Context: an optimization exercise on an open-source flow, tuned for small area and a short achievable clock period. The choices shown serve that exercise and are no tape-out recipe.
RTL that was checked went through simulation tests only; none was proved equivalent to the original.
For runs 2 and 3, only the layout was checked, not whether the RTL still works.
Power and IR drop assume default switching activity.

==> design.v <==
`timescale 1ns / 1ps
module accelerator #(
    parameter MAP_SIZE = 9'h00a,
    parameter k = 9'h003,
    parameter p = 9'h002,
    parameter s = 1,
    parameter ptype = 1,
    parameter act_type = 0,
    parameter N = 8,
    parameter Q = 4,
    parameter AW = 8,
    parameter DW = 8,
    parameter [N-1:0] p_sqr_inv = 8'b00000100
    )(
    input clk,
    input global_rst,
    input ce,
    input [N-1:0] activation,
    input [(k*k)*N-1:0] weight1,
    output [N-1:0] data_out,
    output valid_op,
    output end_op,
    output [N-1:0] conv_out,
    output conv_valid,
    output conv_end
    );
    integer i;
    reg [7:0] w [0:8];
    wire [7:0] wv [0:8];     
    wire [8:0] ws;           
    always @(posedge clk) begin
        for (i = 0; i < 9; i = i + 1) w[i] <= weight1[8*i +: 8];
    end
    genvar gw;
    generate
        for (gw = 0; gw < 9; gw = gw + 1) begin : WDEC
            assign wv[gw] = {w[gw][7] & |w[gw][6:0], w[gw][6:0]};
            assign ws[gw] = w[gw][7];
        end
    endgenerate
    wire x80 = activation[7] & ~|activation[6:0];
    wire [8:0] xb = {activation, 1'b0};
    wire [3:0] e_one, e_two, e_neg;
    genvar gk;
    generate
        for (gk = 0; gk < 4; gk = gk + 1) begin : ENC
            assign e_one[gk] = xb[2*gk+1] ^ xb[2*gk];
            assign e_two[gk] = ((xb[2*gk+2] & ~xb[2*gk+1] & ~xb[2*gk]) |
                                (~xb[2*gk+2] & xb[2*gk+1] & xb[2*gk])) & ~(gk == 3 && x80);
            assign e_neg[gk] = xb[2*gk+2];
        end
    endgenerate
    reg [3:0] l_one, l_two, l_neg;
    reg l_sgn;
    always @(posedge clk or posedge global_rst) begin
        if (global_rst) begin
            l_one <= 4'd0;
            l_two <= 4'd0;
            l_neg <= 4'd0;
            l_sgn <= 1'b0;
        end else if (ce) begin
            l_one <= e_one;
            l_two <= e_two;
            l_neg <= e_neg;
            l_sgn <= activation[7];
        end
    end
    reg [7:0] mac [0:7];
    reg [7:0] sr1 [0:6];
    reg [7:0] sr2 [0:6];
    wire [7:0] cin_t [0:7];
    wire [7:0] res_t [0:7];
    assign cin_t[0] = 8'd0;
    assign cin_t[1] = mac[0];
    assign cin_t[2] = mac[1];
    assign cin_t[3] = sr1[6];
    assign cin_t[4] = mac[3];
    assign cin_t[5] = mac[4];
    assign cin_t[6] = sr2[6];
    assign cin_t[7] = mac[6];
    genvar gt;
    generate
        for (gt = 0; gt < 8; gt = gt + 1) begin : TAP
            tap_mac t (.one(l_one), .two(l_two), .neg(l_neg), .wv(wv[gt]),
                       .s(l_sgn ^ ws[gt]), .c(cin_t[gt]), .r(res_t[gt]));
        end
    endgenerate
    always @(posedge clk or posedge global_rst) begin
        if (global_rst) mac[0] <= 8'd0;
        else if (ce) mac[0] <= res_t[0];
    end
    always @(posedge clk) begin
        if (ce) begin
            for (i = 1; i < 8; i = i + 1) mac[i] <= res_t[i];
            sr1[0] <= mac[2];
            sr2[0] <= mac[5];
            for (i = 1; i < 7; i = i + 1) begin
                sr1[i] <= sr1[i-1];
                sr2[i] <= sr2[i-1];
            end
        end
    end
    wire [7:0] q8;
    tap_prod tp (.one(e_one), .two(e_two), .neg(e_neg), .wv(wv[8]),
                 .s(activation[7] ^ ws[8]), .q(q8));
    reg [7:0] p8;
    always @(posedge clk) begin
        if (ce) p8 <= q8;
    end
    wire [7:0] res;
    wire res_c7;             
    add8 ra (.a(mac[7]), .b(p8), .s(res), .c7(res_c7));
    reg [7:0] prev;
    always @(posedge clk) begin
        if (ce) prev <= res;
    end
    reg [4:0] count;
    reg [5:0] out_cnt;
    reg first;       
    reg toggle;
    wire valid = count[4] & (count[3] | (count[2] & count[1]));    
    wire cend = valid & (&out_cnt);
    always @(posedge clk or posedge global_rst) begin
        if (global_rst) begin
            count <= 5'd0;
            out_cnt <= 6'd0;
            first <= 1'b1;
        end else if (ce) begin
            count <= count + 5'd1;
            if (valid) out_cnt <= out_cnt + 6'd1;
            if (&count) first <= 1'b0;
        end
    end
    always @(posedge clk or posedge global_rst) begin
        if (global_rst) toggle <= 1'b0;
        else if (valid) toggle <= ~toggle;
    end
    wire fix = first & (count == 5'd22) & ws[0];
    assign conv_out = toggle ? {res[7] ^ fix, res[6:0]} : prev;
    assign conv_valid = valid;
    assign conv_end = cend;
    wire pce = valid & ~cend;
    reg [3:0] pos;
    reg [2:0] nb;
    reg g;
    reg sel_sr, sel_max;     
    reg rst_m, op_en, load_sr, end_r;
    always @(posedge clk) begin
        if (global_rst) begin
            pos <= 4'd15;
            nb <= 3'd0;
            g <= 1'b0;
            sel_sr <= 1'b0;
            sel_max <= 1'b1;
            rst_m <= 1'b0;
            op_en <= 1'b0;
            load_sr <= 1'b0;
            end_r <= 1'b0;
        end else begin
            op_en <= pce & pos[3] & ~pos[0];
            if (pce) begin
                pos <= pos + 4'd1;
                if (g && nb != 3'd5) nb <= nb + 3'd1;
                end_r <= (nb == 3'd4);
                g <= (pos == 4'd14);
                rst_m <= (pos == 4'd1) | (pos == 4'd3) | (pos == 4'd5) | (pos == 4'd15);
                sel_sr <= (pos == 4'd6) | (pos == 4'd8) | (pos == 4'd10) | (pos == 4'd12);
                sel_max <= ~((pos == 4'd6) | (pos == 4'd8) | (pos == 4'd10) | (pos == 4'd12) | (pos == 4'd14));
                load_sr <= pos[0];
            end
        end
    end
    reg [6:0] maxr;
    reg [6:0] psr [0:3];
    wire [6:0] mux_out = ({7{sel_sr}} & psr[3]) | ({7{sel_max}} & maxr);
    wire [6:0] cx = mac[7][6:0] ^ p8[6:0] ^ ~mux_out;
    wire [6:0] cy = (mac[7][6:0] & p8[6:0]) | (mac[7][6:0] & ~mux_out) | (p8[6:0] & ~mux_out);
    wire [8:0] v = {2'b0, cx} + {1'b0, cy, 1'b0};
    wire gt_res = ~conv_out[7] & (res_c7 ? v[8] : (v[8] | v[7]));
    wire gt_prev = ~prev[7] & (prev[6:0] > mux_out);
    wire take = toggle ? gt_res : gt_prev;
    wire [6:0] comp = pce ? (take ? conv_out[6:0] : mux_out) : 7'd0;
    always @(posedge clk) begin
        if (global_rst) maxr <= 7'd0;
        else if (pce) maxr <= rst_m ? 7'd0 : comp;
    end
    wire psr_rst = g && global_rst;
    always @(posedge clk or posedge psr_rst) begin
        if (psr_rst) begin
            for (i = 0; i < 4; i = i + 1) psr[i] <= 7'd0;
        end else if (load_sr) begin
            psr[0] <= comp;
            for (i = 1; i < 4; i = i + 1) psr[i] <= psr[i-1];
        end
    end
    assign data_out = {1'b0, maxr};
    assign valid_op = op_en;
    assign end_op = end_r;
endmodule
module tap_mac (
    input  [3:0] one,
    input  [3:0] two,
    input  [3:0] neg,
    input  [7:0] wv,
    input        s,
    input  [7:0] c,
    output [7:0] r
);
    wire [4:0] nwv = ~wv[4:0] + 5'd1;
    wire [4:0] p3 = neg[3] ? nwv : wv[4:0];
    wire p_t0 = (((one[0] & wv[2]) | (two[0] & wv[1])) ^ neg[0]) ^ ((one[1] & wv[0]) ^ neg[1]);
    wire p_t1 = (((one[0] & wv[2]) | (two[0] & wv[1])) ^ neg[0]) & ((one[1] & wv[0]) ^ neg[1]);
    wire p_t2 = (((one[0] & wv[3]) | (two[0] & wv[2])) ^ neg[0]) ^ (((one[1] & wv[1]) | (two[1] & wv[0])) ^ neg[1]);
    wire p_t3 = (((one[0] & wv[3]) | (two[0] & wv[2])) ^ neg[0]) & (((one[1] & wv[1]) | (two[1] & wv[0])) ^ neg[1]);
    wire p_t4 = (((one[0] & wv[4]) | (two[0] & wv[3])) ^ neg[0]) ^ (((one[1] & wv[2]) | (two[1] & wv[1])) ^ neg[1]) ^ ((one[2] & wv[0]) ^ neg[2]);
    wire p_t5 = ((((one[0] & wv[4]) | (two[0] & wv[3])) ^ neg[0]) & (((one[1] & wv[2]) | (two[1] & wv[1])) ^ neg[1])) | ((((one[0] & wv[4]) | (two[0] & wv[3])) ^ neg[0]) & ((one[2] & wv[0]) ^ neg[2])) | ((((one[1] & wv[2]) | (two[1] & wv[1])) ^ neg[1]) & ((one[2] & wv[0]) ^ neg[2]));
    wire p_t6 = (((one[0] & wv[5]) | (two[0] & wv[4])) ^ neg[0]) ^ (((one[1] & wv[3]) | (two[1] & wv[2])) ^ neg[1]);
    wire p_t7 = (((one[0] & wv[5]) | (two[0] & wv[4])) ^ neg[0]) & (((one[1] & wv[3]) | (two[1] & wv[2])) ^ neg[1]);
    wire p_t8 = (((one[0] & wv[6]) | (two[0] & wv[5])) ^ neg[0]) ^ (((one[1] & wv[4]) | (two[1] & wv[3])) ^ neg[1]) ^ (((one[2] & wv[2]) | (two[2] & wv[1])) ^ neg[2]);
    wire p_t9 = ((((one[0] & wv[6]) | (two[0] & wv[5])) ^ neg[0]) & (((one[1] & wv[4]) | (two[1] & wv[3])) ^ neg[1])) | ((((one[0] & wv[6]) | (two[0] & wv[5])) ^ neg[0]) & (((one[2] & wv[2]) | (two[2] & wv[1])) ^ neg[2])) | ((((one[1] & wv[4]) | (two[1] & wv[3])) ^ neg[1]) & (((one[2] & wv[2]) | (two[2] & wv[1])) ^ neg[2]));
    wire p_t10 = (((one[0] & wv[7]) | (two[0] & wv[6])) ^ neg[0]) ^ (((one[1] & wv[5]) | (two[1] & wv[4])) ^ neg[1]) ^ (((one[2] & wv[3]) | (two[2] & wv[2])) ^ neg[2]);
    wire p_t11 = ((((one[0] & wv[7]) | (two[0] & wv[6])) ^ neg[0]) & (((one[1] & wv[5]) | (two[1] & wv[4])) ^ neg[1])) | ((((one[0] & wv[7]) | (two[0] & wv[6])) ^ neg[0]) & (((one[2] & wv[3]) | (two[2] & wv[2])) ^ neg[2])) | ((((one[1] & wv[5]) | (two[1] & wv[4])) ^ neg[1]) & (((one[2] & wv[3]) | (two[2] & wv[2])) ^ neg[2]));
    wire p_t12 = (((one[0] & wv[7]) | (two[0] & wv[7])) ^ neg[0]) ^ (((one[1] & wv[6]) | (two[1] & wv[5])) ^ neg[1]) ^ (((one[2] & wv[4]) | (two[2] & wv[3])) ^ neg[2]);
    wire p_t13 = ((((one[0] & wv[7]) | (two[0] & wv[7])) ^ neg[0]) & (((one[1] & wv[6]) | (two[1] & wv[5])) ^ neg[1])) | ((((one[0] & wv[7]) | (two[0] & wv[7])) ^ neg[0]) & (((one[2] & wv[4]) | (two[2] & wv[3])) ^ neg[2])) | ((((one[1] & wv[6]) | (two[1] & wv[5])) ^ neg[1]) & (((one[2] & wv[4]) | (two[2] & wv[3])) ^ neg[2]));
    wire p_t14 = (((one[0] & wv[7]) | (two[0] & wv[7])) ^ neg[0]) ^ (((one[1] & wv[7]) | (two[1] & wv[6])) ^ neg[1]) ^ (((one[2] & wv[5]) | (two[2] & wv[4])) ^ neg[2]);
    wire p_t15 = ((((one[0] & wv[7]) | (two[0] & wv[7])) ^ neg[0]) & (((one[1] & wv[7]) | (two[1] & wv[6])) ^ neg[1])) | ((((one[0] & wv[7]) | (two[0] & wv[7])) ^ neg[0]) & (((one[2] & wv[5]) | (two[2] & wv[4])) ^ neg[2])) | ((((one[1] & wv[7]) | (two[1] & wv[6])) ^ neg[1]) & (((one[2] & wv[5]) | (two[2] & wv[4])) ^ neg[2]));
    wire p_t16 = (((one[0] & wv[7]) | (two[0] & wv[7])) ^ neg[0]) ^ (((one[1] & wv[7]) | (two[1] & wv[7])) ^ neg[1]) ^ (((one[2] & wv[6]) | (two[2] & wv[5])) ^ neg[2]);
    wire p_t17 = ((((one[0] & wv[7]) | (two[0] & wv[7])) ^ neg[0]) & (((one[1] & wv[7]) | (two[1] & wv[7])) ^ neg[1])) | ((((one[0] & wv[7]) | (two[0] & wv[7])) ^ neg[0]) & (((one[2] & wv[6]) | (two[2] & wv[5])) ^ neg[2])) | ((((one[1] & wv[7]) | (two[1] & wv[7])) ^ neg[1]) & (((one[2] & wv[6]) | (two[2] & wv[5])) ^ neg[2]));
    wire p_t18 = ((one[0] & wv[0]) ^ neg[0]) ^ neg[0];
    wire p_t19 = ((one[0] & wv[0]) ^ neg[0]) & neg[0];
    wire p_t20 = (((one[0] & wv[1]) | (two[0] & wv[0])) ^ neg[0]) ^ s;
    wire p_t21 = (((one[0] & wv[1]) | (two[0] & wv[0])) ^ neg[0]) & s;
    wire p_t22 = p_t0 ^ neg[1] ^ s;
    wire p_t23 = (p_t0 & neg[1]) | (p_t0 & s) | (neg[1] & s);
    wire p_t24 = p_t1 ^ p_t2 ^ s;
    wire p_t25 = (p_t1 & p_t2) | (p_t1 & s) | (p_t2 & s);
    wire p_t26 = p_t3 ^ p_t4 ^ neg[2];
    wire p_t27 = (p_t3 & p_t4) | (p_t3 & neg[2]) | (p_t4 & neg[2]);
    wire p_t28 = p_t5 ^ p_t6 ^ (((one[2] & wv[1]) | (two[2] & wv[0])) ^ neg[2]);
    wire p_t29 = (p_t5 & p_t6) | (p_t5 & (((one[2] & wv[1]) | (two[2] & wv[0])) ^ neg[2])) | (p_t6 & (((one[2] & wv[1]) | (two[2] & wv[0])) ^ neg[2]));
    wire p_t30 = p_t7 ^ p_t8 ^ (one[3] & p3[0]);
    wire p_t31 = (p_t7 & p_t8) | (p_t7 & (one[3] & p3[0])) | (p_t8 & (one[3] & p3[0]));
    wire p_t32 = p_t9 ^ p_t10 ^ ((one[3] & p3[1]) | (two[3] & p3[0]));
    wire p_t33 = (p_t9 & p_t10) | (p_t9 & ((one[3] & p3[1]) | (two[3] & p3[0]))) | (p_t10 & ((one[3] & p3[1]) | (two[3] & p3[0])));
    wire p_t34 = p_t11 ^ p_t12 ^ ((one[3] & p3[2]) | (two[3] & p3[1]));
    wire p_t35 = (p_t11 & p_t12) | (p_t11 & ((one[3] & p3[2]) | (two[3] & p3[1]))) | (p_t12 & ((one[3] & p3[2]) | (two[3] & p3[1])));
    wire p_t36 = p_t13 ^ p_t14 ^ ((one[3] & p3[3]) | (two[3] & p3[2]));
    wire p_t37 = (p_t13 & p_t14) | (p_t13 & ((one[3] & p3[3]) | (two[3] & p3[2]))) | (p_t14 & ((one[3] & p3[3]) | (two[3] & p3[2])));
    wire p_t38 = p_t15 ^ p_t16 ^ ((one[3] & p3[4]) | (two[3] & p3[3]));
    wire p_t39 = (p_t15 & p_t16) | (p_t15 & ((one[3] & p3[4]) | (two[3] & p3[3]))) | (p_t16 & ((one[3] & p3[4]) | (two[3] & p3[3])));
    wire [10:0] a = {p_t37, p_t35, p_t33, p_t31, p_t29, p_t27, p_t25, p_t23, p_t21, p_t19, p_t18};
    wire [10:0] b = {p_t38, p_t36, p_t34, p_t32, p_t30, p_t28, p_t26, p_t24, p_t22, p_t20, s};
    wire [10:0] t = a + b;
    assign r = c + {s, t[10:4]};
endmodule
module tap_prod (
    input  [3:0] one,
    input  [3:0] two,
    input  [3:0] neg,
    input  [7:0] wv,
    input        s,
    output [7:0] q
);
    wire [4:0] nwv = ~wv[4:0] + 5'd1;
    wire [4:0] p3 = neg[3] ? nwv : wv[4:0];
    wire p_t0 = (((one[0] & wv[2]) | (two[0] & wv[1])) ^ neg[0]) ^ ((one[1] & wv[0]) ^ neg[1]);
    wire p_t1 = (((one[0] & wv[2]) | (two[0] & wv[1])) ^ neg[0]) & ((one[1] & wv[0]) ^ neg[1]);
    wire p_t2 = (((one[0] & wv[3]) | (two[0] & wv[2])) ^ neg[0]) ^ (((one[1] & wv[1]) | (two[1] & wv[0])) ^ neg[1]);
    wire p_t3 = (((one[0] & wv[3]) | (two[0] & wv[2])) ^ neg[0]) & (((one[1] & wv[1]) | (two[1] & wv[0])) ^ neg[1]);
    wire p_t4 = (((one[0] & wv[4]) | (two[0] & wv[3])) ^ neg[0]) ^ (((one[1] & wv[2]) | (two[1] & wv[1])) ^ neg[1]) ^ ((one[2] & wv[0]) ^ neg[2]);
    wire p_t5 = ((((one[0] & wv[4]) | (two[0] & wv[3])) ^ neg[0]) & (((one[1] & wv[2]) | (two[1] & wv[1])) ^ neg[1])) | ((((one[0] & wv[4]) | (two[0] & wv[3])) ^ neg[0]) & ((one[2] & wv[0]) ^ neg[2])) | ((((one[1] & wv[2]) | (two[1] & wv[1])) ^ neg[1]) & ((one[2] & wv[0]) ^ neg[2]));
    wire p_t6 = (((one[0] & wv[5]) | (two[0] & wv[4])) ^ neg[0]) ^ (((one[1] & wv[3]) | (two[1] & wv[2])) ^ neg[1]);
    wire p_t7 = (((one[0] & wv[5]) | (two[0] & wv[4])) ^ neg[0]) & (((one[1] & wv[3]) | (two[1] & wv[2])) ^ neg[1]);
    wire p_t8 = (((one[0] & wv[6]) | (two[0] & wv[5])) ^ neg[0]) ^ (((one[1] & wv[4]) | (two[1] & wv[3])) ^ neg[1]) ^ (((one[2] & wv[2]) | (two[2] & wv[1])) ^ neg[2]);
    wire p_t9 = ((((one[0] & wv[6]) | (two[0] & wv[5])) ^ neg[0]) & (((one[1] & wv[4]) | (two[1] & wv[3])) ^ neg[1])) | ((((one[0] & wv[6]) | (two[0] & wv[5])) ^ neg[0]) & (((one[2] & wv[2]) | (two[2] & wv[1])) ^ neg[2])) | ((((one[1] & wv[4]) | (two[1] & wv[3])) ^ neg[1]) & (((one[2] & wv[2]) | (two[2] & wv[1])) ^ neg[2]));
    wire p_t10 = (((one[0] & wv[7]) | (two[0] & wv[6])) ^ neg[0]) ^ (((one[1] & wv[5]) | (two[1] & wv[4])) ^ neg[1]) ^ (((one[2] & wv[3]) | (two[2] & wv[2])) ^ neg[2]);
    wire p_t11 = ((((one[0] & wv[7]) | (two[0] & wv[6])) ^ neg[0]) & (((one[1] & wv[5]) | (two[1] & wv[4])) ^ neg[1])) | ((((one[0] & wv[7]) | (two[0] & wv[6])) ^ neg[0]) & (((one[2] & wv[3]) | (two[2] & wv[2])) ^ neg[2])) | ((((one[1] & wv[5]) | (two[1] & wv[4])) ^ neg[1]) & (((one[2] & wv[3]) | (two[2] & wv[2])) ^ neg[2]));
    wire p_t12 = (((one[0] & wv[7]) | (two[0] & wv[7])) ^ neg[0]) ^ (((one[1] & wv[6]) | (two[1] & wv[5])) ^ neg[1]) ^ (((one[2] & wv[4]) | (two[2] & wv[3])) ^ neg[2]);
    wire p_t13 = ((((one[0] & wv[7]) | (two[0] & wv[7])) ^ neg[0]) & (((one[1] & wv[6]) | (two[1] & wv[5])) ^ neg[1])) | ((((one[0] & wv[7]) | (two[0] & wv[7])) ^ neg[0]) & (((one[2] & wv[4]) | (two[2] & wv[3])) ^ neg[2])) | ((((one[1] & wv[6]) | (two[1] & wv[5])) ^ neg[1]) & (((one[2] & wv[4]) | (two[2] & wv[3])) ^ neg[2]));
    wire p_t14 = (((one[0] & wv[7]) | (two[0] & wv[7])) ^ neg[0]) ^ (((one[1] & wv[7]) | (two[1] & wv[6])) ^ neg[1]) ^ (((one[2] & wv[5]) | (two[2] & wv[4])) ^ neg[2]);
    wire p_t15 = ((((one[0] & wv[7]) | (two[0] & wv[7])) ^ neg[0]) & (((one[1] & wv[7]) | (two[1] & wv[6])) ^ neg[1])) | ((((one[0] & wv[7]) | (two[0] & wv[7])) ^ neg[0]) & (((one[2] & wv[5]) | (two[2] & wv[4])) ^ neg[2])) | ((((one[1] & wv[7]) | (two[1] & wv[6])) ^ neg[1]) & (((one[2] & wv[5]) | (two[2] & wv[4])) ^ neg[2]));
    wire p_t16 = (((one[0] & wv[7]) | (two[0] & wv[7])) ^ neg[0]) ^ (((one[1] & wv[7]) | (two[1] & wv[7])) ^ neg[1]) ^ (((one[2] & wv[6]) | (two[2] & wv[5])) ^ neg[2]);
    wire p_t17 = ((((one[0] & wv[7]) | (two[0] & wv[7])) ^ neg[0]) & (((one[1] & wv[7]) | (two[1] & wv[7])) ^ neg[1])) | ((((one[0] & wv[7]) | (two[0] & wv[7])) ^ neg[0]) & (((one[2] & wv[6]) | (two[2] & wv[5])) ^ neg[2])) | ((((one[1] & wv[7]) | (two[1] & wv[7])) ^ neg[1]) & (((one[2] & wv[6]) | (two[2] & wv[5])) ^ neg[2]));
    wire p_t18 = ((one[0] & wv[0]) ^ neg[0]) ^ neg[0];
    wire p_t19 = ((one[0] & wv[0]) ^ neg[0]) & neg[0];
    wire p_t20 = (((one[0] & wv[1]) | (two[0] & wv[0])) ^ neg[0]) ^ s;
    wire p_t21 = (((one[0] & wv[1]) | (two[0] & wv[0])) ^ neg[0]) & s;
    wire p_t22 = p_t0 ^ neg[1] ^ s;
    wire p_t23 = (p_t0 & neg[1]) | (p_t0 & s) | (neg[1] & s);
    wire p_t24 = p_t1 ^ p_t2 ^ s;
    wire p_t25 = (p_t1 & p_t2) | (p_t1 & s) | (p_t2 & s);
    wire p_t26 = p_t3 ^ p_t4 ^ neg[2];
    wire p_t27 = (p_t3 & p_t4) | (p_t3 & neg[2]) | (p_t4 & neg[2]);
    wire p_t28 = p_t5 ^ p_t6 ^ (((one[2] & wv[1]) | (two[2] & wv[0])) ^ neg[2]);
    wire p_t29 = (p_t5 & p_t6) | (p_t5 & (((one[2] & wv[1]) | (two[2] & wv[0])) ^ neg[2])) | (p_t6 & (((one[2] & wv[1]) | (two[2] & wv[0])) ^ neg[2]));
    wire p_t30 = p_t7 ^ p_t8 ^ (one[3] & p3[0]);
    wire p_t31 = (p_t7 & p_t8) | (p_t7 & (one[3] & p3[0])) | (p_t8 & (one[3] & p3[0]));
    wire p_t32 = p_t9 ^ p_t10 ^ ((one[3] & p3[1]) | (two[3] & p3[0]));
    wire p_t33 = (p_t9 & p_t10) | (p_t9 & ((one[3] & p3[1]) | (two[3] & p3[0]))) | (p_t10 & ((one[3] & p3[1]) | (two[3] & p3[0])));
    wire p_t34 = p_t11 ^ p_t12 ^ ((one[3] & p3[2]) | (two[3] & p3[1]));
    wire p_t35 = (p_t11 & p_t12) | (p_t11 & ((one[3] & p3[2]) | (two[3] & p3[1]))) | (p_t12 & ((one[3] & p3[2]) | (two[3] & p3[1])));
    wire p_t36 = p_t13 ^ p_t14 ^ ((one[3] & p3[3]) | (two[3] & p3[2]));
    wire p_t37 = (p_t13 & p_t14) | (p_t13 & ((one[3] & p3[3]) | (two[3] & p3[2]))) | (p_t14 & ((one[3] & p3[3]) | (two[3] & p3[2])));
    wire p_t38 = p_t15 ^ p_t16 ^ ((one[3] & p3[4]) | (two[3] & p3[3]));
    wire p_t39 = (p_t15 & p_t16) | (p_t15 & ((one[3] & p3[4]) | (two[3] & p3[3]))) | (p_t16 & ((one[3] & p3[4]) | (two[3] & p3[3])));
    wire [10:0] a = {p_t37, p_t35, p_t33, p_t31, p_t29, p_t27, p_t25, p_t23, p_t21, p_t19, p_t18};
    wire [10:0] b = {p_t38, p_t36, p_t34, p_t32, p_t30, p_t28, p_t26, p_t24, p_t22, p_t20, s};
    wire [10:0] t = a + b;
    assign q = {s, t[10:4]};
endmodule
module add8 (
    input  [7:0] a,
    input  [7:0] b,
    output [7:0] s,
    output c7
);
    wire [7:0] g0 = a & b;
    wire [7:0] p0 = a ^ b;
    wire [7:0] g1 = g0 | (p0 & {g0[6:0], 1'b0});
    wire [7:0] p1 = p0 & {p0[6:0], 1'b1};
    wire [7:0] g2 = g1 | (p1 & {g1[5:0], 2'b0});
    wire [7:0] p2 = p1 & {p1[5:0], 2'b11};
    wire [7:0] g3 = g2 | (p2 & {g2[3:0], 4'b0});
    assign s = p0 ^ {g3[6:0], 1'b0};
    assign c7 = g3[6];
endmodule
==> run.sh <==
#!/bin/bash
# synth_recipe.tcl (not shown) runs the flow's synth.tcl, then flattens the netlist and writes it again
# the make line also repeats each setting of config.mk as NAME=value (left out here)
make -C /OpenROAD-flow-scripts/flow DESIGN_CONFIG=/design/flow/config.mk WORK_HOME=/design/flow/orfs CLKGATE_MAP_FILE= SYNTH_SCRIPT=/design/flow/synth_recipe.tcl finish
==> config.mk <==
export PLATFORM = sky130hd
export DESIGN_NAME = accelerator
export DESIGN_NICKNAME = accelerator
export VERILOG_FILES = /design/flow/design.v
export SDC_FILE = /design/flow/constraint.sdc
export NUM_CORES = 4
export LEC_CHECK = 0
export CAP_MARGIN = 20
export CORE_MARGIN = 2
export CORE_UTILIZATION = 65
export CTS_CLUSTER_DIAMETER = 150
export CTS_CLUSTER_SIZE = 30
export PLACE_DENSITY = 0.75
export SETUP_SLACK_MARGIN = 3.0
export SLEW_MARGIN = 20
==> constraint.sdc <==
create_clock -name core_clock -period 8.0 [get_ports {clk}]
set_input_delay 1.6000 -clock core_clock [delete_from_list [all_inputs] [get_ports {clk}]]
set_output_delay 1.6000 -clock core_clock [all_outputs]
set_load 0.01 [all_outputs]
==> flow_summary.json, run 1 <==
{
  "drc": 0,
  "drive_gt1_share_pct": 6.62,
  "stdcell_area_um2": 26900,
  "clockBufferDepth": 3,
  "postLayoutCoreUtil_pct": 71.3,
  "ios": 103,
  "cts-htree-levels": 1,
  "outcome": "timing/DRC/antenna clean",
  "wl_per_cell_um": 19.6,
  "first_pass_iters": 7,
  "grt_pass1_wl_mm": 89.6,
  "setup_violations": 0,
  "synth-seq-cells": 338,
  "vias": 17333,
  "fp-row-count": 71,
  "port_buffers": 101,
  "initial_core_util_pct": 65.9,
  "die_x_um": 199,
  "core_region_area_um2": 37700,
  "p_leak_uw": 0.0110,
  "clkTransAtPathRegs_ns": 0.12,
  "p_per_area_nw_per_um2": 501,
  "worst-path-buf-inv": 1,
  "max_cap_violations": 0,
  "grt_pass1_vias": 17253,
  "syn-cell-area_um2": 24800,
  "clk_latency_ns": 0.55,
  "crit_path_start_kind": "register",
  "netlist_instances": 2344,
  "place_congestion": 0.897,
  "grt_max_degree": 106,
  "ys_types": 69,
  "ys_top_cells_by_area": "edfxtp_1 (22%), xnor2_1 (12%), fa_1 (11%)",
  "synth_top_cell_by_area": "edfxtp_1",
  "hold_violations": 0,
  "drt_wl_total_mm": 56.1,
  "clock-root-buffer": "clkbuf_16",
  "ys.flop_type": "edfxtp_1",
  "dieArea_um2": 39800,
  "max_stage_delay_ns": 0.53,
  "tns_ns": 0,
  "critPathRequiredTime_ns": 6.40,
  "fin_nets": 2766,
  "report.final.slew_viol_count": 0,
  "cts_tree": "built",
  "routed_via_density": 6.05,
  "yosysWarningCount": 11,
  "die_h_um": 199,
  "min_period_over_period_pct": 60.6,
  "synth_edf_count": 184,
  "antenna_found_initial": 1,
  "clock.fmax_mhz": 206,
  "drt_iter0_drc": 1528,
  "fin_crit_ns": 4.85,
  "slew_headroom_pct": 31.1,
  "placed_area_um2": 26000,
  "post_synth.cell_area_avg_um2": 10.6,
  "area_delta_synth_final_pct": 8.27,
  "async_flop_share_pct": 18.0,
  "seq_area_frac_synth_pct": 35.9,
  "finClkSkew_ns": 0.0335,
  "worstPathArrival_ns": 3.25,
  "rsz0062_at_grt": "true",
  "fin_total_pwr_uw": 13500,
  "syn_nets": 2762,
  "cp_top_family": "adder cells",
  "synth_top_area_share_pct": 22.3,
  "crit_fanout": 3,
  "antennaDiodeCount": 0,
  "antenna_left": 0,
  "peakVddDrop_mv": 0.703,
  "grt_use_total_pct": 28.4,
  "fillers": 2809,
  "tightest_slew_ns": 1.03,
  "cts_inserted_buffers": 15,
  "critPathSlowestCell": "clkdlybuf4s50_1",
  "min_path_type": "register to asynchronous set/reset pin",
  "path_cells": "ha_1, fa_1, a21o_1, a21oi_2, o21bai_1, a21oi_1, xnor2_1, mux2_2, clkdlybuf4s50_1",
  "cts.sinks": 338,
  "critPathKind": "register to primary output",
  "dp_hpwl_mm": 39.1,
  "crit_path_end_kind": "primary output",
  "globalRouteOverflowTotal": 0
}
==> kinds of logic (layout without fill, tap and decap cells) <==
logic type / Yosys count / count (layout) / share of synthesized area, %
AO/OA/AOI/OAI: 549 / 549 / 15.5
XOR/XNOR: 390 / 390 / 13.9
adder cells (fa/ha/maj): 343 / 343 / 21.2
other: 1 / 1 / 0.0151
buffers and inverters: 354 / 366 / 5.46
multiplexers: 48 / 48 / 2.17
flip-flops: 338 / 338 / 35.9
AND/OR/NAND/NOR: 321 / 321 / 5.93
==> synthesized netlist by cell type, types with 6 or more instances <==
library cell and instances:
xnor2_1 334, ha_1 204, inv_1 192, edfxtp_1 184, a22oi_1 176, fa_1 131, nand2_1 117, clkbuf_1 109
a21oi_1 108, dfxtp_1 93, nor2_1 90, dfrtp_1 60, xor2_1 54, o21ai_0 51, mux2_2 43, buf_1 42
nand2b_1 31, a21o_1 28, o21bai_1 25, a22o_1 23, nor2b_1 21, o22ai_1 20, o31ai_1 20, nand3_1 17
o41a_1 16, a31oi_1 14, nor3_1 11, o21ai_1 10, and3_1 9, a41o_1 8, maj3_1 8, nand4_1 7
o21a_1 7, buf_2 6, o32ai_1 6
==> power breakdown <==
group          internal [uW]  leakage (uW)  switching (uW)
clock                    366      0.000207             544
combinational           4410       0.00745            4960
sequential              2820       0.00335             356
==> state kept, by name, indices dropped and copies added, names as in the netlist, 6 cells and up <==
| register | count |
|---|---|
| mac | 64 |
| maxr | 7 |
| out_cnt | 6 |
| p8 | 8 |
| prev | 8 |
| psr | 28 |
| sr1 | 56 |
| sr2 | 56 |
| w | 72 |
==> placed cells by master (no fill, tap or decap), drive strengths merged, types with 5 or more instances in the layout <==
cell / count
o311a: 5
clkdlybuf4s50: 95
inv: 193
clkbuf: 31
nor2: 90
dfrtp: 60
xnor2: 336
nand2b: 32
a41o: 8
nor3: 11
a22o: 23
o21a: 7
nand4: 7
xor2: 54
nor2b: 21
o31ai: 20
buf: 44
and3: 9
o21bai: 25
nand3: 17
o32ai: 6
a31oi: 14
maj3: 8
edfxtp: 184
o41a: 16
a21oi: 111
o22ai: 20
ha: 204
a22oi: 176
o21ai: 63
dfxtp: 93
fa: 131
o211ai: 5
nand2: 117
a21o: 28
mux2: 44
==> final cells by class <==
cell class | instances | area [um2] | area share (%)
tap | 511 | 639 | 2.38
clock inverter | 1 | 30.0 | 0.112
multi-input combinational | 1652 | 14600 | 54.4
clock buffer | 24 | 409 | 1.52
inverter | 194 | 759 | 2.83
timing repair buffer | 147 | 1470 | 5.46
sequential | 338 | 8940 | 33.3
==> through the flow <==
step	worst slack (ns)	instances	hold slack (ns)
2_1_floorplan	2.97	2344	0.400
3_3_place_gp	1.78	2821	0.400
3_5_place_dp	1.67	2821	0.364
4_1_cts	3.01	2851	0.377
5_1_grt	2.95	2867	0.426
6_report	3.15	2867	0.363
==> path summary, 6_finish.rpt <==
kind                                 start          end  slack (ns)  depth (start not counted)
worst max-delay path                 p8[0]  conv_out[6]        3.15                          9
worst min register to register           g    psr[0][6]        0.36                          1
min in group core_clock          sr1[4][0]    sr1[5][0]        0.42                          0
worst min-delay path                     g    psr[0][6]        0.36                          1
max in group asynchronous       global_rst     l_neg[3]        5.64                          3
worst max register to register     w[4][0]    mac[4][7]        3.26                         19
==> routing by layer <==
layer | part of all wire (%) | wire [um] | track usage [%] | up-vias
met4 | 2.7 | 1540 | 8.04 | 2
li1 | - | - | - | 8167
met5 | 0.018 | 10 | 0 | -
met3 | 6.5 | 3650 | 3.21 | 101
met2 | 47 | 26600 | 47.2 | 612
met1 | 43 | 24300 | 39.7 | 8451
==> timing repair <==
action                     in CTS  in global routing
hold buffers                    0                  0
pin swaps                       1                  0
buffers inserted                5                 16
hold endpoints to repair        0                  0
gates resized for setup        23                 44
setup endpoints to repair      27                 19
==> inputs of run 2 (changes only) <==
--- a/design.v
+++ b/design.v
@@ -251,6 +251,11 @@
     wire [10:0] a = {p_t37, p_t35, p_t33, p_t31, p_t29, p_t27, p_t25, p_t23, p_t21, p_t19, p_t18};
     wire [10:0] b = {p_t38, p_t36, p_t34, p_t32, p_t30, p_t28, p_t26, p_t24, p_t22, p_t20, s};
-    wire [10:0] t = a + b;
-    assign r = c + {s, t[10:4]};
+    wire [4:0] lo = a[3:0] + b[3:0];
+    wire cin = lo[4];
+    wire [7:0] hs = a[10:4] + b[10:4] + cin;       
+    wire [6:0] x = c[6:0] ^ a[10:4] ^ b[10:4];
+    wire [6:0] y = (c[6:0] & a[10:4]) | (c[6:0] & b[10:4]) | (a[10:4] & b[10:4]);
+    wire [7:0] w = {1'b0, x} + {y, 1'b0} + cin;
+    assign r = {c[7] ^ s ^ w[7] ^ hs[7], w[6:0]};
 endmodule
 module tap_prod (
--- a/config.mk
+++ b/config.mk
@@ -9,6 +9,4 @@
 export CORE_MARGIN = 2
 export CORE_UTILIZATION = 65
-export CTS_CLUSTER_DIAMETER = 150
-export CTS_CLUSTER_SIZE = 30
 export PLACE_DENSITY = 0.75
 export SETUP_SLACK_MARGIN = 3.0
==> flow_summary.json, run 2 <==
{
  "fin_hold_ws_ns": 0.358,
  "cts_inserted_buffers": 38,
  "max_flop_register": "w",
  "synthTopCellsByCount": "xnor2_1 (301), inv_1 (245), ha_1 (227)",
  "area_delta_synth_final_pct": 10.8,
  "fillers": 2865,
  "cts-htree-levels": 2,
  "wl_per_cell_um": 19.6,
  "grt_pass1_vias": 18645,
  "crit_start": "activation[2]",
  "antenna_left": 0,
  "antennaDiodeCount": 0,
  "drt_wl_total_mm": 59.6,
  "grt_pass1_wl_mm": 94.5,
  "min_path_type": "register to asynchronous set/reset pin",
  "critPathSlowestCell": "fa_1",
  "regArea_um2": 8940,
  "finClkSkew_ns": 0.0280,
  "crit_path_start_kind": "input pin",
  "cts.sinks": 338,
  "drive_gt1_share_pct": 6.59,
  "vias": 18286,
  "initial_core_util_pct": 65.6,
  "seq_area_frac_synth_pct": 34.3,
  "hold_violations": 0,
  "p_per_area_nw_per_um2": 502,
  "p_leak_uw": 0.0120,
  "rr_startpoint": "l_two[1]",
  "seqPwrFrac_pct": 22.0,
  "yosysWarningCount": 11,
  "post_synth.cell_area_avg_um2": 10.5,
  "ys.flop_type": "edfxtp_1",
  "routed_via_density": 6.01,
  "antenna_found_initial": 1,
  "multi_input_area_um2": 15600,
  "dp_hpwl_mm": 40.7,
  "crit_fanout": 19,
  "worstPathArrival_ns": 5.22,
  "layout_common_cells": "xnor2_1 (301), inv_1 (243), ha_1 (225)",
  "ys_types": 72,
  "setup_violations": 0,
  "critPathRequiredTime_ns": 8.31,
  "grt_max_degree": 156,
  "crit_path_end_kind": "register",
  "fp-row-count": 73,
  "max_stage_delay_ns": 0.50,
  "netlist_instances": 2475,
  "drc": 0,
  "max_cap_violations": 0,
  "cell_internal_pwr_uw": 8350,
  "slew_headroom_pct": 42.5,
  "clkTransAtPathRegs_ns": 0.06,
  "switching_share_pct": 42.2,
  "outcome": "timing/DRC/antenna clean",
  "clockBufferDepth": 3,
  "peakVddDrop_mv": 0.693,
  "tns_ns": 0,
  "cp_top_family": "compound AO/OA/AOI/OAI gates",
  "syn_nets": 2956,
  "clock-root-buffer": "clkbuf_16",
  "synth_edf_count": 184,
  "clockPowerShare_pct": 12.5,
  "worst-path-buf-inv": 3,
  "min_period_over_period_pct": 61.4,
  "synth_top_area_share_pct": 21.3,
  "first_pass_iters": 8,
  "top_regs": "w: 72 flops, mac: 64 flops",
  "grt_use_total_pct": 28.7,
  "ys_top_cells_by_area": "edfxtp_1 (21%), fa_1 (13%), ha_1 (11%)",
  "synth_top_cell_by_area": "edfxtp_1",
  "clock.fmax_mhz": 204,
  "core_region_area_um2": 39600,
  "die_h_um": 204,
  "port_buffers": 101,
  "path_cells": "buf_2, clkinvlp_4, o311a_1, o22ai_1, fa_1, fa_1, inv_1, ha_1, and2_1, a311oi_2, a21oi_1, o21a_1, nor2_1, xnor2_1",
  "synth_most_common_cell": "xnor2_1",
  "tightest_slew_ns": 0.863,
  "report.final.slew_viol_count": 0,
  "clk_latency_ns": 0.56,
  "critPathKind": "input pin to register",
  "cts_tree": "built",
  "rsz0062_at_grt": "true",
  "ios": 103,
  "die_x_um": 204,
  "drt_iter0_drc": 1474,
  "fin_crit_ns": 4.91,
  "largest_register_ffs": 72,
  "fin_nets": 2969,
  "mostFrequentLayoutCell": "xnor2_1",
  "globalRouteOverflowTotal": 0,
  "power_frac_comb_pct": 65.5,
  "power_switching_uw": 6100,
  "synth-seq-cells": 338,
  "async_flop_share_pct": 18.0,
  "place_congestion": 0.861,
  "cp_common_cell": "fa_1",
  "syn-cell-area_um2": 26000,
  "dieArea_um2": 41600
}
==> run 2: cell count changes in the layout (fill, tap and decap cells not counted), moves of 11 or more <==
cell       change
o21bai_1      -21
o21ai_1       +24
clkbuf_16     +29
a22o_1        -12
fa_1          +40
a21oi_1       +11
xor2_1        +24
xnor2_1       -33
inv_1         +53
a22oi_1       +12
ha_1          +21
==> run 2: final cells by class <==
type                       instances  area share, %
clock buffer                      56           4.01
clock inverter                    14          0.561
inverter                         248           3.26
multi-input combinational       1727           54.0
sequential                       338           31.1
tap                              525           2.28
timing repair buffer             135           4.80
==> run 2: what timing repair did <==
item,CTS,global route
pin swaps,0,3
endpoints found under the hold margin,0,0
endpoints found under the setup margin,16,13
hold buffers,0,0
cloned,0,0
setup buffers,4,11
resized for setup,23,23
==> run 2: power groups by stage <==
stage	clock network [uW]	logic, uW	registers [uW]
6_report	1810	9460	3180
5_1_grt	1910	10700	3230
4_1_cts	1850	9410	3190
3_5_place_dp	0	9220	3230
3_3_place_gp	0	8890	3210
2_1_floorplan	0	7220	3030
==> run 2: path summary, 6_finish.rpt <==
path,end,slack (ns),cells after the start
setup / recovery,p8[6],3.09,14
hold / removal,psr[2][4],0.36,1
setup reg to reg,mac[6][7],3.25,16
hold reg to reg,psr[2][4],0.36,1
max in group asynchronous,psr[1][5],5.73,2
min in group core_clock,sr2[2][3],0.41,0
==> run 2: layer usage <==
layer | track usage, % | vias to the layer above | part of all wire [%]
met5 | 0.833 | - | 0.079
met2 | 48.6 | 582 | 48
met3 | 3.92 | 134 | 5.8
met1 | 37.5 | 8999 | 42
li1 | - | 8569 | -
met4 | 11.0 | 2 | 3.4
==> run 2: through the flow <==
| step | total power [uW] | cell area, um2 | util (%) | worst slack, ns | cells |
|---|---|---|---|---|---|
| 3_3_place_gp | 12100 | 27200 | 68.6 | 1.99 | 2958 |
| 6_report | 14500 | 28800 | 72.6 | 3.09 | 3043 |
| 3_5_place_dp | 12400 | 27200 | 68.6 | 1.87 | 2958 |
| 2_1_floorplan | 10200 | 26000 | - | 3.01 | 2475 |
| 5_1_grt | 15800 | 28800 | 72.6 | 2.96 | 3043 |
| 4_1_cts | 14500 | 28600 | 72.2 | 3.01 | 3032 |
==> run 2: logic make-up after synthesis <==
family | Yosys count | synth area share [%]
AO/OA/AOI/OAI | 554 | 14.6
adder cells (fa/ha/maj) | 412 | 24.6
buffers and inverters | 410 | 5.99
XOR/XNOR | 375 | 12.7
AND/OR/NAND/NOR | 346 | 6.12
flip-flops | 338 | 34.3
multiplexers | 39 | 1.66
other | 1 | 0.0144
==> inputs of run 3 (changes only) <==
--- a/config.mk
+++ b/config.mk
@@ -10,4 +10,4 @@
 export CORE_UTILIZATION = 65
 export PLACE_DENSITY = 0.75
-export SETUP_SLACK_MARGIN = 3.0
+export SETUP_SLACK_MARGIN = 3.5
 export SLEW_MARGIN = 20
==> flow_summary.json, run 3 <==
{
  "dpl_worst_slack_ns": 1.96,
  "mostFrequentLayoutCell": "xnor2_1",
  "cts.sinks": 338,
  "min_period_over_period_pct": 57.2,
  "initial_core_util_pct": 65.6,
  "min_path_type": "register to asynchronous set/reset pin",
  "yosysWarningCount": 11,
  "max_stage_delay_ns": 0.50,
  "drc": 0,
  "cp_top_family": "compound AO/OA/AOI/OAI gates",
  "path_cells": "ha_4, fa_2, a21o_1, a21oi_2, nor2b_1, o21a_1, or3_4, a31o_4, buf_2",
  "place_congestion": 0.866,
  "max_cap_violations": 0,
  "p_per_area_nw_per_um2": 514,
  "port_buffers": 101,
  "ios": 103,
  "fillers": 2621,
  "core_region_area_um2": 39600,
  "dp_hpwl_mm": 40.8,
  "cts-htree-levels": 2,
  "critPathKind": "register to primary output",
  "seq_area_frac_synth_pct": 34.3,
  "dieArea_um2": 41600,
  "setup_violations": 0,
  "synth_top_area_share_pct": 21.3,
  "layout_common_cells": "xnor2_1 (286), inv_1 (230), ha_1 (206)",
  "drive_gt1_share_pct": 15.2,
  "drt_wl_total_mm": 65.8,
  "clock-root-buffer": "clkbuf_16",
  "synth_edf_count": 184,
  "critPathRequiredTime_ns": 6.40,
  "crit_fanout": 2,
  "postLayoutCoreUtil_pct": 76.8,
  "clock.fmax_mhz": 219,
  "synth_most_common_cell": "xnor2_1",
  "clockBufferDepth": 3,
  "grt_pass1_wl_mm": 102,
  "async_flop_share_pct": 18.0,
  "post_synth.cell_area_avg_um2": 10.5,
  "antenna_found_initial": 0,
  "syn_nets": 2956,
  "cts_inserted_buffers": 37,
  "netlist_instances": 2475,
  "grt_max_degree": 139,
  "antenna_left": 0,
  "critPathSlowestCell": "edfxtp_1",
  "synth-seq-cells": 338,
  "first_pass_iters": 5,
  "outcome": "timing/DRC/antenna clean",
  "worst-path-buf-inv": 1,
  "synthTopCellsByCount": "xnor2_1 (301), inv_1 (245), ha_1 (227)",
  "grt_use_total_pct": 31.5,
  "fin_crit_ns": 4.57,
  "vias": 19096,
  "ys_top_cells_by_area": "edfxtp_1 (21%), fa_1 (13%), ha_1 (11%)",
  "worstPathArrival_ns": 2.97,
  "fp-row-count": 73,
  "ys_types": 72,
  "synth_top_cell_by_area": "edfxtp_1",
  "tightest_slew_ns": 0.779,
  "wl_per_cell_um": 21.1,
  "largest_register_ffs": 72,
  "setup_slack_ns": 3.43,
  "drt_iter0_drc": 1742,
  "cts_tree": "built",
  "fin_total_pwr_uw": 15600,
  "crit_path_end_kind": "primary output",
  "ys.flop_type": "edfxtp_1",
  "fin_nets": 3044,
  "antennaDiodeCount": 0,
  "p_leak_uw": 0.0126,
  "max_flop_register": "w",
  "report.final.slew_viol_count": 0,
  "slew_headroom_pct": 47.9,
  "regArea_um2": 8990,
  "routed_via_density": 6.13,
  "area_delta_synth_final_pct": 17.1,
  "multi_input_area_um2": 16300,
  "globalRouteOverflowTotal": 0,
  "finClkSkew_ns": 0.0409,
  "syn-cell-area_um2": 26000,
  "clk_latency_ns": 0.58,
  "crit_path_start_kind": "register",
  "hold_violations": 0,
  "rsz0062_at_grt": "true",
  "clkTransAtPathRegs_ns": 0.06,
  "die_x_um": 204,
  "tns_ns": 0,
  "die_h_um": 204,
  "peakVddDrop_mv": 0.809,
  "grt_pass1_vias": 19487,
  "top_regs": "w: 72 flops, mac: 64 flops"
}
==> run 3: cell count changes in the layout (fill, tap and decap cells not counted), moves of 11 or more <==
| cell | delta |
|---|---|
| a22oi_2 | +23 |
| xnor2_1 | -15 |
| a22oi_1 | -23 |
| dfxtp_1 | -22 |
| ha_4 | +18 |
| buf_4 | +53 |
| inv_2 | +11 |
| inv_1 | -13 |
| ha_1 | -19 |
| dfxtp_2 | +12 |
| xnor2_2 | +15 |
==> run 3: through the flow <==
stage | area [um2] | hold slack (ns) | instances
detailed placement | 27300 | 0.405 | 2957
global placement | 27300 | 0.400 | 2957
global route | 30400 | 0.419 | 3117
CTS | 29400 | 0.416 | 3070
floorplan | 26200 | 0.400 | 2475
finish | 30400 | 0.363 | 3117
==> run 3: area by class of cell <==
| class | count | share of cell area, % |
|---|---|---|
| Inverter | 248 | 3.13 |
| Clock inverter | 18 | 0.538 |
| Multi-Input combinational cell | 1727 | 53.7 |
| Timing Repair Buffer | 211 | 7.28 |
| Clock buffer | 50 | 3.68 |
| Tap cell | 525 | 2.16 |
| Sequential cell | 338 | 29.5 |
==> run 3: worst paths after layout <==
check / slack (ns) / cells after the start / startpoint / end
setup reg to reg: 3.44 / 16 / w[1][1] / mac[1][7]
setup / recovery: 3.43 / 9 / p8[0] / conv_out[6]
min in group core_clock: 0.41 / 0 / sr1[5][5] / sr1[6][5]
max in group asynchronous: 5.72 / 2 / global_rst / psr[0][3]
hold / removal: 0.36 / 1 / g / psr[1][3]
hold reg to reg: 0.36 / 1 / g / psr[1][3]
==> run 3: logic make-up after synthesis <==
logic type                 count (synthesis)  synth area share (%)
AOI/OAI and AO/OA                        554                  14.6
and+or+nand+nor                          346                  6.12
muxes                                     39                  1.66
xor gates and xnor gates                 375                  12.7
buffers and inverters                    410                  5.99
DFF                                      338                  34.3
other                                      1                0.0144
adders and majority gates                412                  24.6
==> run 3: where the power goes <==
| part | leakage (uW) | total [uW] | internal, uW | switching [uW] |
|---|---|---|---|---|
| clock | 0.000630 | 1790 | 1060 | 731 |
| sequential | 0.00328 | 3170 | 2820 | 345 |
| combinational | 0.00873 | 10700 | 5130 | 5560 |
==> run 3: what timing repair did <==
action | 4_1_cts | 5_1_grt
pin swaps | 20 | 84
hold buffers | 0 | 0
endpoints found under the hold margin | 0 | 0
setup endpoints to repair | 45 | 22
buffers inserted | 43 | 45
gates cloned | 2 | 2
resized for setup | 96 | 154
==> run 3: per-layer routing <==
metal / share of wire [%] / up-vias / GRT usage (%) / wire length (um)
met5: 0 / - / 0 / 0
li1: - / 8734 / - / -
met2: 48 / 783 / 52.8 / 31700
met1: 40 / 9364 / 41.2 / 26500
met4: 4.2 / 0 / 13.6 / 2790
met3: 7.2 / 215 / 4.46 / 4760
==> inputs of run 4 (changes only) <==
--- a/design.v
+++ b/design.v
@@ -251,11 +251,6 @@
     wire [10:0] a = {p_t37, p_t35, p_t33, p_t31, p_t29, p_t27, p_t25, p_t23, p_t21, p_t19, p_t18};
     wire [10:0] b = {p_t38, p_t36, p_t34, p_t32, p_t30, p_t28, p_t26, p_t24, p_t22, p_t20, s};
-    wire [4:0] lo = a[3:0] + b[3:0];
-    wire cin = lo[4];
-    wire [7:0] hs = a[10:4] + b[10:4] + cin;       
-    wire [6:0] x = c[6:0] ^ a[10:4] ^ b[10:4];
-    wire [6:0] y = (c[6:0] & a[10:4]) | (c[6:0] & b[10:4]) | (a[10:4] & b[10:4]);
-    wire [7:0] w = {1'b0, x} + {y, 1'b0} + cin;
-    assign r = {c[7] ^ s ^ w[7] ^ hs[7], w[6:0]};
+    wire [10:0] t = a + b;
+    assign r = c + {s, t[10:4]};
 endmodule
 module tap_prod (
==> flow/run.sh (new file) <==
#!/bin/bash
# The standard layout (the standard.sh: ORFS synthesis to finish), except
# that the port buffers are buf_1 cells instead of the cell buffer_ports picks
# by itself (clkdlybuf4s50_1). make's full output goes to standard.log; each
# ORFS step also keeps its own log under orfs/logs/.
set -euo pipefail
bash standard.sh "BUFFER_PORTS_ARGS=-buffer_cell sky130_fd_sc_hd__buf_1" RECOVER_POWER=100 finish > standard.log 2>&1
==> standard.sh (new file) <==
#!/bin/bash
# synth_recipe.tcl (not shown) runs the flow's synth.tcl, then flattens the netlist and writes it again
# the make line also repeats each setting of config.mk as NAME=value (left out here)
make -C /OpenROAD-flow-scripts/flow DESIGN_CONFIG=/design/flow/config.mk WORK_HOME=/design/flow/orfs CLKGATE_MAP_FILE= SYNTH_SCRIPT=/design/flow/synth_recipe.tcl "${@:-finish}"
--- a/config.mk
+++ b/config.mk
@@ -10,4 +10,4 @@
 export CORE_UTILIZATION = 65
 export PLACE_DENSITY = 0.75
-export SETUP_SLACK_MARGIN = 3.5
+export SETUP_SLACK_MARGIN = 3.0
 export SLEW_MARGIN = 20
removed: run.sh
==> flow_summary.json, run 4 <==
{
  "outcome": "finished with violations",
  "violations": "max-capacitance violations, max-slew violations",
  "max_stage_delay_ns": 1.40,
  "fin_nets": 2783,
  "routed_via_density": 6.05,
  "initial_core_util_pct": 65.9,
  "place_congestion": 0.885,
  "min_period_over_period_pct": 77.7,
  "min_path_type": "register to asynchronous set/reset pin",
  "dieArea_um2": 39800,
  "cts_inserted_buffers": 38,
  "crit_path_end_kind": "register",
  "worstPathArrival_ns": 6.52,
  "clk_latency_ns": 0.56,
  "synth_most_common_cell": "xnor2_1",
  "synth_fa_ha_area_share_pct": 21.2,
  "wl_per_cell_um": 19.9,
  "placed_area_um2": 25400,
  "multi_input_area_um2": 14600,
  "syn-cell-area_um2": 24800,
  "syn_nets": 2762,
  "synthSimpleGateAreaFrac_pct": 5.93,
  "place_inst": 2819,
  "die_h_um": 199,
  "post_synth.cell_area_avg_um2": 10.6,
  "synthTopCellsByCount": "xnor2_1 (334), ha_1 (204), inv_1 (192)",
  "async_flop_share_pct": 18.0,
  "area_delta_synth_final_pct": 9.08,
  "regArea_um2": 8940,
  "synth_top_area_share_pct": 22.3,
  "die_x_um": 199,
  "path_cells": "clkbuf_1, inv_4, buf_16, xnor2_1, fa_1, fa_1, inv_1, ha_1, a21o_1, nand2_1, o21ai_1, a21oi_2, ha_1, a21o_1, a21oi_1, o21bai_1, a21oi_1, o21bai_1, a21oi_1, xnor2_1",
  "critPathSlowestCell": "clkbuf_1",
  "ys_types": 69,
  "first_pass_iters": 6,
  "layout_common_cells": "xnor2_1 (333), ha_1 (204), inv_1 (190)",
  "antenna_left": 0,
  "synth_top_cell_by_area": "edfxtp_1",
  "synth_compound_area_share_pct": 15.5,
  "crit_path_start_kind": "register",
  "drc": 0,
  "grt_use_total_pct": 29.7,
  "mostFrequentLayoutCell": "xnor2_1",
  "setup_violations": 0,
  "drt_wl_total_mm": 58.0,
  "finClkSkew_ns": 0.0211,
  "largest_register_ffs": 72,
  "synth-seq-cells": 338,
  "clkTransAtPathRegs_ns": 0.06,
  "globalRouteOverflowTotal": 0,
  "drive_gt1_share_pct": 7.43,
  "ys.flop_type": "edfxtp_1",
  "stdcell_count": 2907,
  "grt_max_degree": 109,
  "fillers": 2755,
  "max_cap_violations": 6,
  "ios": 103,
  "grt_pass1_vias": 17929,
  "p_leak_uw": 0.0111,
  "p_per_area_nw_per_um2": 528,
  "grt_pass1_wl_mm": 92.3,
  "stdcell_area_um2": 27100,
  "drt_iter0_drc": 1583,
  "synth_xor_area_share_pct": 13.9,
  "synth_edf_count": 184,
  "ys_top_cells_by_area": "edfxtp_1 (22%), xnor2_1 (12%), fa_1 (11%)",
  "fp-row-count": 71,
  "core_region_area_um2": 37700,
  "peakVddDrop_mv": 0.641,
  "slew_headroom_pct": -176,
  "critPathRequiredTime_ns": 8.30,
  "report.final.slew_viol_count": 336,
  "clock.fmax_mhz": 161,
  "synth_top_family_by_area": "adder cells",
  "cp_top_family": "buffers and inverters",
  "cts-htree-levels": 2,
  "dp_hpwl_mm": 39.1,
  "vias": 17587,
  "cts_tree": "built",
  "crit_fanout": 20,
  "netlist_instances": 2344,
  "synthMuxAreaShare_pct": 2.17,
  "worst-path-buf-inv": 4,
  "cp_common_cell": "a21oi_1",
  "clockBufferDepth": 3,
  "rsz0062_at_grt": "false",
  "fin_crit_ns": 6.21,
  "tns_ns": 0,
  "hold_violations": 0,
  "port_buffers": 101,
  "seq_area_frac_synth_pct": 35.9,
  "yosysWarningCount": 11,
  "holdBufCountCts": 0,
  "tightest_slew_ns": 4.14,
  "cts.sinks": 338,
  "antenna_found_initial": 3,
  "clock-root-buffer": "clkbuf_16",
  "top_regs": "w: 72 flops, mac: 64 flops",
  "critPathKind": "register to register",
  "max_flop_register": "w"
}
## run 4: changes by cell type in the layout (fill, tap and decap cells not counted), sizes merged, moves of 10 or more
| cell | before | now |
|---|---|---|
| inv | 253 | 195 |
| fa | 171 | 131 |
| xnor2 | 301 | 336 |
| clkdlybuf4s50 | 90 | 0 |
| buf | 112 | 126 |
| ha | 227 | 204 |
| o21bai | 4 | 25 |
| clkbuf | 54 | 71 |
| xor2 | 74 | 54 |
| mux2 | 33 | 44 |
| a22o | 11 | 23 |
| o21a | 17 | 7 |
| o21ai | 79 | 63 |
| a22oi | 188 | 176 |
## run 4: what timing repair did
item | in CTS | in global routing
resized for setup | 23 | 39
gates cloned | 1 | 1
endpoints found under the setup margin | 33 | 21
setup buffers | 5 | 10
## run 4: final cells by class
class,count,share of cell area [%]
sequential,338,33.0
antenna,1,0.00924
clock buffer,57,4.35
multi-input combinational,1652,53.9
clock inverter,13,0.504
inverter,194,2.78
tap,511,2.36
timing repair buffer,141,3.06
## run 4: kinds of logic (layout without fill, tap and decap cells)
group | after synthesis | in the layout
AO/OA/AOI/OAI | 549 | 549
AND/OR/NAND/NOR | 321 | 321
flip-flops | 338 | 338
multiplexers | 48 | 48
buffers and inverters | 354 | 405
adder cells (fa/ha/maj) | 343 | 343
other | 1 | 2
XOR/XNOR | 390 | 390
## run 4: metal layers
metal  part of all wire (%)  up-vias  GRT usage (%)
li1                       -     8216              -
met1                     42     8512           39.3
met2                     47      712           48.9
met3                    7.7      145           5.30
met4                    3.3        2           11.5
met5                  0.029        -              0
## run 4: metrics by stage
step	hold WS, ns	util, %	setup WS, ns	total power [uW]
2_1_floorplan	0.400	-	2.97	10300
3_3_place_gp	0.400	67.4	2.14	11900
3_5_place_dp	0.309	67.5	2.02	12300
6_report	0.285	71.9	1.79	14300
4_1_cts	0.319	71.5	2.96	14300
5_1_grt	0.335	71.9	1.52	15600
## run 4: worst paths after layout
check | start | cells after the start | slack [ns] | endpoint
max | l_neg[0] | 20 | 1.79 | mac[1][7]
min | g | 1 | 0.28 | psr[1][5]
max reg2reg | l_neg[0] | 20 | 1.79 | mac[1][7]
min reg2reg | g | 1 | 0.28 | psr[1][5]
max in group asynchronous | global_rst | 3 | 4.59 | l_neg[1]
min in group core_clock | sr1[1][2] | 0 | 0.42 | sr1[2][2]
## run 4: power by group
part	internal [uW]	leakage, uW	switching, uW
sequential	2840	0.00335	363
clock	1090	0.000638	709
combinational	4290	0.00713	5000
total	8220	0.0111	6070
## run 4: worst reg2reg max path: stages (launching register included)
cell,delay (ns)
dfrtp_2,0.39
clkbuf_1,1.40
inv_4,0.36
buf_16,0.31
xnor2_1,0.24
fa_1,0.48
fa_1,0.53
inv_1,0.05
ha_1,0.34
a21o_1,0.18
nand2_1,0.06
o21ai_1,0.11
a21oi_2,0.17
ha_1,0.25
a21o_1,0.18
a21oi_1,0.22
o21bai_1,0.10
a21oi_1,0.24
o21bai_1,0.09
a21oi_1,0.18
xnor2_1,0.09
==> inputs of run 5 (changes only) <==
--- a/flow/run.sh
+++ b/flow/run.sh
@@ -5,3 +5,3 @@
 # ORFS step also keeps its own log under orfs/logs/.
 set -euo pipefail
-bash standard.sh "BUFFER_PORTS_ARGS=-buffer_cell sky130_fd_sc_hd__buf_1" RECOVER_POWER=100 finish > standard.log 2>&1
+bash standard.sh "BUFFER_PORTS_ARGS=-buffer_cell sky130_fd_sc_hd__buf_1" finish > standard.log 2>&1
--- a/config.mk
+++ b/config.mk
@@ -9,4 +9,6 @@
 export CORE_MARGIN = 2
 export CORE_UTILIZATION = 65
+export CTS_CLUSTER_DIAMETER = 120
+export CTS_CLUSTER_SIZE = 24
 export PLACE_DENSITY = 0.75
 export SETUP_SLACK_MARGIN = 3.0
==> flow_summary.json, run 5 <==
{
  "p_leak_uw": 0.0108,
  "finClkSkew_ns": 0.0365,
  "fin_hold_ws_ns": 0.314,
  "synth_edf_count": 184,
  "crit_start": "l_neg[0]",
  "layout_common_cells": "xnor2_1 (334), ha_1 (204), inv_1 (190)",
  "fp-row-count": 71,
  "cts_tree": "built",
  "place_congestion": 0.885,
  "critPathRequiredTime_ns": 8.30,
  "crit_path_end_kind": "register",
  "area_delta_synth_final_pct": 6.41,
  "synth_top_cell_by_area": "edfxtp_1",
  "initial_core_util_pct": 65.9,
  "peakVddDrop_mv": 0.681,
  "clock.fmax_mhz": 210,
  "ios": 103,
  "port_buffers": 101,
  "holdBufCountCts": 0,
  "mostFrequentLayoutCell": "xnor2_1",
  "fillers": 2843,
  "async_flop_share_pct": 18.0,
  "fin_crit_ns": 4.77,
  "clkTransAtPathRegs_ns": 0.10,
  "cts.sinks": 338,
  "clockBufferDepth": 3,
  "slew_headroom_pct": 33.8,
  "setup_slack_ns": 3.23,
  "syn_nets": 2762,
  "cts_inserted_buffers": 18,
  "tns_ns": 0,
  "stdcell_count": 2867,
  "syn-cell-area_um2": 24800,
  "critPathSlowestCell": "fa_1",
  "netlist_instances": 2344,
  "rr_startpoint": "l_neg[0]",
  "clock-root-buffer": "clkbuf_16",
  "synth_most_common_cell": "xnor2_1",
  "place_inst": 2819,
  "core_region_area_um2": 37700,
  "globalRouteOverflowTotal": 0,
  "min_path_type": "register to asynchronous set/reset pin",
  "synth-seq-cells": 338,
  "cp.depth": 21,
  "yosysWarningCount": 11,
  "dieArea_um2": 39800,
  "die_x_um": 199,
  "cts-htree-levels": 1,
  "fin_nets": 2762,
  "synth_top_area_share_pct": 22.3,
  "hold_violations": 0,
  "report.final.slew_viol_count": 0,
  "ys_top_cells_by_area": "edfxtp_1 (22%), xnor2_1 (12%), fa_1 (11%)",
  "reg2reg_setup_slack_ns": 3.23,
  "cp_top_family": "adder cells",
  "dpl_worst_slack_ns": 2.02,
  "max_flop_register": "w",
  "drt_iter0_drc": 1414,
  "max_stage_delay_ns": 0.52,
  "drive_gt1_share_pct": 6.32,
  "worst-path-buf-inv": 5,
  "endpoint": "mac[5][7]",
  "placed_area_um2": 25400,
  "antenna_left": 0,
  "grt_pass1_vias": 17585,
  "tightest_slew_ns": 0.993,
  "clk_latency_ns": 0.56,
  "path_cells": "buf_12, inv_4, buf_16, xnor2_1, fa_1, fa_1, inv_1, ha_1, a21o_1, nand2_1, o21ai_1, or2_1, a21oi_1, xnor2_1, ha_1, inv_1, o21bai_1, a21oi_1, o21bai_1, a21oi_1, xnor2_1",
  "worstPathArrival_ns": 5.07,
  "outcome": "timing/DRC/antenna clean",
  "grt_use_total_pct": 28.8,
  "largest_register_ffs": 72,
  "top_regs": "w: 72 flops, mac: 64 flops",
  "reg2reg_to": "mac[5][7]",
  "ys.flop_type": "edfxtp_1",
  "ys_types": 69,
  "stdcell_area_um2": 26400,
  "vias": 17387,
  "p_per_area_nw_per_um2": 511,
  "wl_per_cell_um": 19.8,
  "dp_hpwl_mm": 39.1,
  "r2r_cells": 21,
  "post_synth.cell_area_avg_um2": 10.6,
  "rsz0062_at_grt": "true",
  "first_pass_iters": 6,
  "grt_max_degree": 109,
  "seq_area_frac_synth_pct": 35.9,
  "setup_violations": 0,
  "antennaDiodeCount": 0,
  "crit_path_start_kind": "register",
  "drc": 0,
  "max_cap_violations": 0,
  "die_h_um": 199,
  "antenna_found_initial": 4,
  "crit_fanout": 20,
  "critPathKind": "register to register",
  "drt_wl_total_mm": 56.8,
  "routed_via_density": 6.06,
  "synthTopCellsByCount": "xnor2_1 (334), ha_1 (204), inv_1 (192)",
  "min_period_over_period_pct": 59.7,
  "grt_pass1_wl_mm": 90.4
}
## run 5: layout make-up
| type | instances | area (um2) | share of cell area, % |
|---|---|---|---|
| Clock buffer | 31 | 520 | 1.97 |
| Tap cell | 511 | 639 | 2.42 |
| Multi-Input combinational cell | 1652 | 14600 | 55.3 |
| Clock inverter | 1 | 30.0 | 0.114 |
| Timing Repair Buffer | 140 | 917 | 3.47 |
| Sequential cell | 338 | 8940 | 33.9 |
| Inverter | 194 | 752 | 2.85 |
## run 5: cell families after synthesis
family,synth area share (%)
AOI/OAI and AO/OA,15.5
xor gates and xnor gates,13.9
buffers and inverters,5.46
adders and majority gates,21.2
DFF,35.9
and+or+nand+nor,5.93
muxes,2.17
other,0.0151
## run 5: where the power goes
part	switching, uW	internal [uW]	total, uW	leakage (uW)
Clock	563	455	1020	0.000260
Sequential	363	2830	3190	0.00335
Combinational	4980	4310	9300	0.00718
## run 5: worst register-to-register path: cells and delay by family (launching register included)
kind,cells,cell delay (ns)
buffers and inverters,5,0.73
AOI/OAI and AO/OA,7,0.99
adders and majority gates,4,1.59
xor gates and xnor gates,3,0.51
DFF,1,0.43
and+or+nand+nor,2,0.30
## run 5: what timing repair did
| action | 4_1_cts | 5_1_grt |
|---|---|---|
| setup endpoints to repair | 34 | 21 |
| cloned | 1 | 1 |
| setup buffers | 5 | 9 |
| resized for setup | 23 | 40 |
## run 5: routing by layer
metal / GRT usage (%) / share of wire (%) / up-vias
met2: 48.1 / 47 / 673
met3: 4.41 / 7.5 / 128
met5: 0 / 0.019 / -
li1: - / - / 8150
met1: 38.9 / 42 / 8434
met4: 9.14 / 3.4 / 2
## run 5: stage by stage
stage               power (uW)  utilization (%)
detailed placement       12300             67.5
global route             14800             70.1
CTS                      13400             69.5
floorplan                10300                -
finish                   13500             70.1
global placement         11900             67.4
## run 5: how the worst min path moves through the flow
stage           endpoint  slack (ns)  cells after the start      start
3_3_place_gp   sr1[3][6]        0.40                      0  sr1[2][6]
2_1_floorplan  sr1[0][0]        0.40                      0  mac[2][0]
3_5_place_dp   psr[2][6]        0.31                      1          g
6_report       psr[0][6]        0.31                      1          g
4_1_cts        psr[2][6]        0.33                      1          g
5_1_grt        psr[3][6]        0.37                      1          g

## separate check: timing with driven ports
Ports are ideal in the flow. The routed layouts listed here were re-timed in OpenROAD.
Step 1: set_driving_cell puts a clkbuf_16 on clk and a buf_2 on each other input, an assumption about the parent block.
Step 2 also shifts input and output timing later by t, the mid clock arrival at the registers, as if the neighbouring blocks saw the same clock.
Slacks: ideal / step 1 / step 2; pairs: ideal / step 1.
| run | shift t [ns] | setup WS [ns] | hold slack, ns | worst setup path at the end | latest minus earliest clock arrival (ns) |
|---|---|---|---|---|---|
| run 1 | 0.582 | 3.153 / 3.101 / 2.640 | 0.363 / 0.363 / 0.363 | input to register | 0.034 / 0.034 |
| run 2 | 0.605 | 3.087 / 3.086 / 2.516 | 0.358 / 0.358 / 0.358 | input to register | 0.028 / 0.028 |
| run 3 | 0.619 | 3.427 / 3.369 / 2.948 | 0.363 / 0.363 / 0.363 | input to register | 0.041 / 0.041 |
| run 4 | 0.606 | 1.786 / 1.786 / 1.301 | 0.285 / 0.285 / 0.285 | input to register | 0.023 / 0.022 |
| run 5 | 0.595 | 3.228 / 3.228 / 2.706 | 0.314 / 0.314 / 0.314 | input to register | 0.038 / 0.039 |
For run 2, which loses most, drivers alone change the setup slack by -0.001 ns; drivers and shift together by -0.571 ns.
